From an optimization exercise on the open Yosys and OpenROAD flow, aimed at small area, a short achievable clock period and few clock cycles per item; shortcuts taken in it are not production practice. The RTL was checked by simulation tests, not by an equivalence proof against the original design. Power figures rest on the tool's default switching activity, not on a simulated workload.

==> 07-23: inputs <==
// EQ
module EQ(
    clk,
    rst_n,
    in_valid,
    in_row,
    in_col,
    out_valid,
    out
);
make LEC_CHECK=0 ABC_AREA=1 CAP_MARGIN=20 CORE_MARGIN=2 CORE_UTILIZATION=50 SETUP_SLACK_MARGIN=2.5 SLEW_MARGIN=20 finish   # period 5.5 ns
run.sh (not shown) runs the stock make flow with config.mk's settings and CLKGATE_MAP_FILE= SYNTH_SCRIPT=/design/flow/synth_recipe.tcl, a recipe that flattens the netlist after the stock synthesis.
==> 01-04 (differences from 07-23) <==
--- a/flow/config.mk
+++ b/flow/config.mk
@@ -9,5 +9,6 @@
 export CAP_MARGIN = 20
 export CORE_MARGIN = 2
 export CORE_UTILIZATION = 50
+export PLACE_DENSITY = 0.9
 export SETUP_SLACK_MARGIN = 2.5
 export SLEW_MARGIN = 20
==> 10-13 (differences from 07-23) <==
--- a/flow/config.mk
+++ b/flow/config.mk
@@ -9,5 +9,6 @@
 export CAP_MARGIN = 20
 export CORE_MARGIN = 2
 export CORE_UTILIZATION = 50
+export PLACE_DENSITY = 0.8
 export SETUP_SLACK_MARGIN = 2.5
 export SLEW_MARGIN = 20
==> results.txt <==
Clock skew, lowest first: 01-04, 07-23, 10-13. The highest fmax belongs to 10-13, the lowest to 01-04. Wire length: 07-23 is higher than 01-04 (about 1.5%). The highest worst setup slack belongs to 10-13, the lowest to 01-04. Sequential share of layout area, lowest first: 07-23, 01-04, 10-13. Clock power: 01-04 is lower than 07-23 (6.2%).
==> figures <==
	10-13	01-04	07-23
Result of the run	finished clean	finished clean	finished clean
Worst setup path startpoint	ca[2]$_DFFE_PP_	k[2]$_DFFE_PN0P_	ca[0]$_DFFE_PP_
Vias after detailed routing	8761	8700	8628
Global-route total usage across every layer	35.82%	35.79%	36.80%
Final layout net count	1296	1299	1320
Final critical delay including setup and external delays	2.787 ns	2.896 ns	2.834 ns
Setup repair after global routing missed its margin	no	yes	no
Wire length of the first global-routing pass	41790 um	41590 um	42410 um
Flop+latch power	620 uW	640 uW	593 uW
Depth of the worst register-to-register path	14	13	17
Met2 routed WL	11410 um	11670 um	11700 um
Total placed cells including tap cells	1421	1421	1419
Clock group power	332 uW	317 uW	338 uW
Multi-input gate area in the final layout	4964 sq um	4956 sq um	4986 sq um
Testbench counts of 07-23, summed over its fixed seeds: cycles 4,707, puzzles 384.
Testbench counts of 01-04, summed over its fixed seeds: cycles 4,707, puzzles 384.
Testbench counts of 10-13, summed over its fixed seeds: cycles 4,707, puzzles 384.

========
==> exp/harbor: inputs <==
Starting RTL as in the previous note.
==> flow/design.v (excerpt) <==
module EQ(
    clk,
    rst_n,
    in_valid,
    in_row,
    in_col,
    out_valid,
    out
);
input clk, rst_n, in_valid;
input [2:0] in_row, in_col;
output logic out_valid;
output logic [2:0] out;
logic       got_a;       
logic       calc;        
logic       ph;          
logic [2:0] k;           
logic [7:0] ra, ca;      
logic [7:0] rb, cb;      
logic [7:0] in_r, in_c;  
logic [5:0] idx;         
logic       h;
logic       hit;         
logic [5:0] idx_next;
logic [2:0] col0;        
logic [2:0] col;         
EQ_match u_match (.ra(ra), .ca(ca), .rb(rb), .cb(cb), .ph(ph), .hit(hit), .idx(idx_next), .col0(col0));
EQ_rom u_rom (.idx(idx), .k(k), .h(h), .col(col));
always_comb begin
    in_r = 8'd0; in_r[in_row] = 1'b1;
    in_c = 8'd0; in_c[in_col] = 1'b1;
end
always_ff @(posedge clk) begin
    if (!got_a && !calc) begin ra <= in_r; ca <= in_c; end
    else if (calc && !ph) ca <= {ca[0], ca[1], ca[2], ca[3], ca[4], ca[5], ca[6], ca[7]};
    if (!calc) begin rb <= in_r; cb <= in_c; end
  ...
Settings: LEC_CHECK=0, ABC_AREA=1, CAP_MARGIN=20, CORE_MARGIN=2, CORE_UTILIZATION=50, SLEW_MARGIN=20; clock period 5.5 ns.
==> exp/nickel (differences from exp/harbor) <==
PLACE_DENSITY = 0.9   (was not set)
SETUP_SLACK_MARGIN = 2.7   (was not set)
==> exp/raven (differences from exp/harbor) <==
SETUP_SLACK_MARGIN = 2.0   (was not set)
==> comparison table <==
|  | exp/nickel | exp/raven | exp/harbor |
|---|---|---|---|
| Routed length on met2 | 11600 µm | 11500 µm | 11500 µm |
| Worst Setup SP | cb[4] | cb[3] | cb[3] |
| Register-to-register path setup slack | 2800 ps | 2450 ps | 2450 ps |
| DR iter-0 viols | 1680 | 1387 | 1387 |
| Routed met1 length | 10200 µm | 10700 µm | 10700 µm |
| Buf/Inv on CP | 1 | 2 | 2 |
| Result of the run | no timing/DRC/antenna violations | no timing/DRC/antenna violations | no timing/DRC/antenna violations |
| Routed wl met3 | 3100 µm | 2800 µm | 2800 µm |
| Repair and plain buffers | 61 | 14 | 14 |
| Combinational group share of total power | 70.5% | 66.3% | 66.3% |
| Power share of the clock group | 10.4% | 11.5% | 11.5% |
| Worst hold slack after final layout | 453 ps | 482 ps | 482 ps |
| Vias | 8836 | 8409 | 8409 |
| Post-layout utilization of the core | 55.9% | 52.6% | 52.6% |
| Placed instance area | 7190 µm² | 7170 µm² | 7170 µm² |
| Final period demand of the worst path | 2710 ps | 3050 ps | 3050 ps |
| Largest vdd supply drop | 161 µV | 217 µV | 217 µV |
| Critical Path RT | 5540 ps | 5470 ps | 5470 ps |
| Average wire per standard cell | 18.5 µm | 18.7 µm | 18.7 µm |
| Clk cell area share | 1.88% | 2.10% | 2.10% |
| Sequential cell power | 579 µW | 645 µW | 645 µW |
| Clock skew | 10.1 ps | 9.82 ps | 9.82 ps |
| Via count of the first global-routing pass | 7856 | 7705 | 7705 |
| Share of the final layout cell area in sequential cells | 18.5% | 19.6% | 19.6% |
| Area of the multi-input gates | 5060 µm² | 4960 µm² | 4960 µm² |
| Origin of the critical flop-to-flop path | cb[4] | cb[3] | cb[3] |
Testbench counts of exp/harbor, summed over its fixed seeds: cycles 4,707, puzzles 384.
Testbench counts of exp/nickel, summed over its fixed seeds: cycles 4,707, puzzles 384.
Testbench counts of exp/raven, summed over its fixed seeds: cycles 4,707, puzzles 384.

re-timing with driven ports:
How much do the figures lean on ideal ports? The routed layouts below were timed once more, with nothing changed but the port constraints. Step 1: set_driving_cell puts a clkbuf_16 on clk and a buf_2 on each other input, an assumption about the parent block. Step 2, shift: input delay + t, output delay - t, t = (earliest + latest rising clock arrival at the registers) / 2. This alone moves slack from input paths to output paths. a / b / c = ideal / step 1 / step 2; a / b = the first two.
run	shift t [ns]	setup slack, ns	cell pins on the clock port's net
07-23	0.343	2.666 / 2.666 / 2.549	1
01-04	0.334	2.604 / 2.604 / 2.517	1
10-13	0.345	2.713 / 2.713 / 2.602	1
exp/harbor	0.339	2.450 / 2.450 / 2.450	1
exp/nickel	0.334	2.795 / 2.795 / 2.559	1
exp/raven	0.339	2.450 / 2.450 / 2.450	1
After both steps every run listed still meets setup and hold. The setup slack of exp/nickel, which loses most, moves by 0.000 ns with the drivers and by -0.236 ns with both steps.
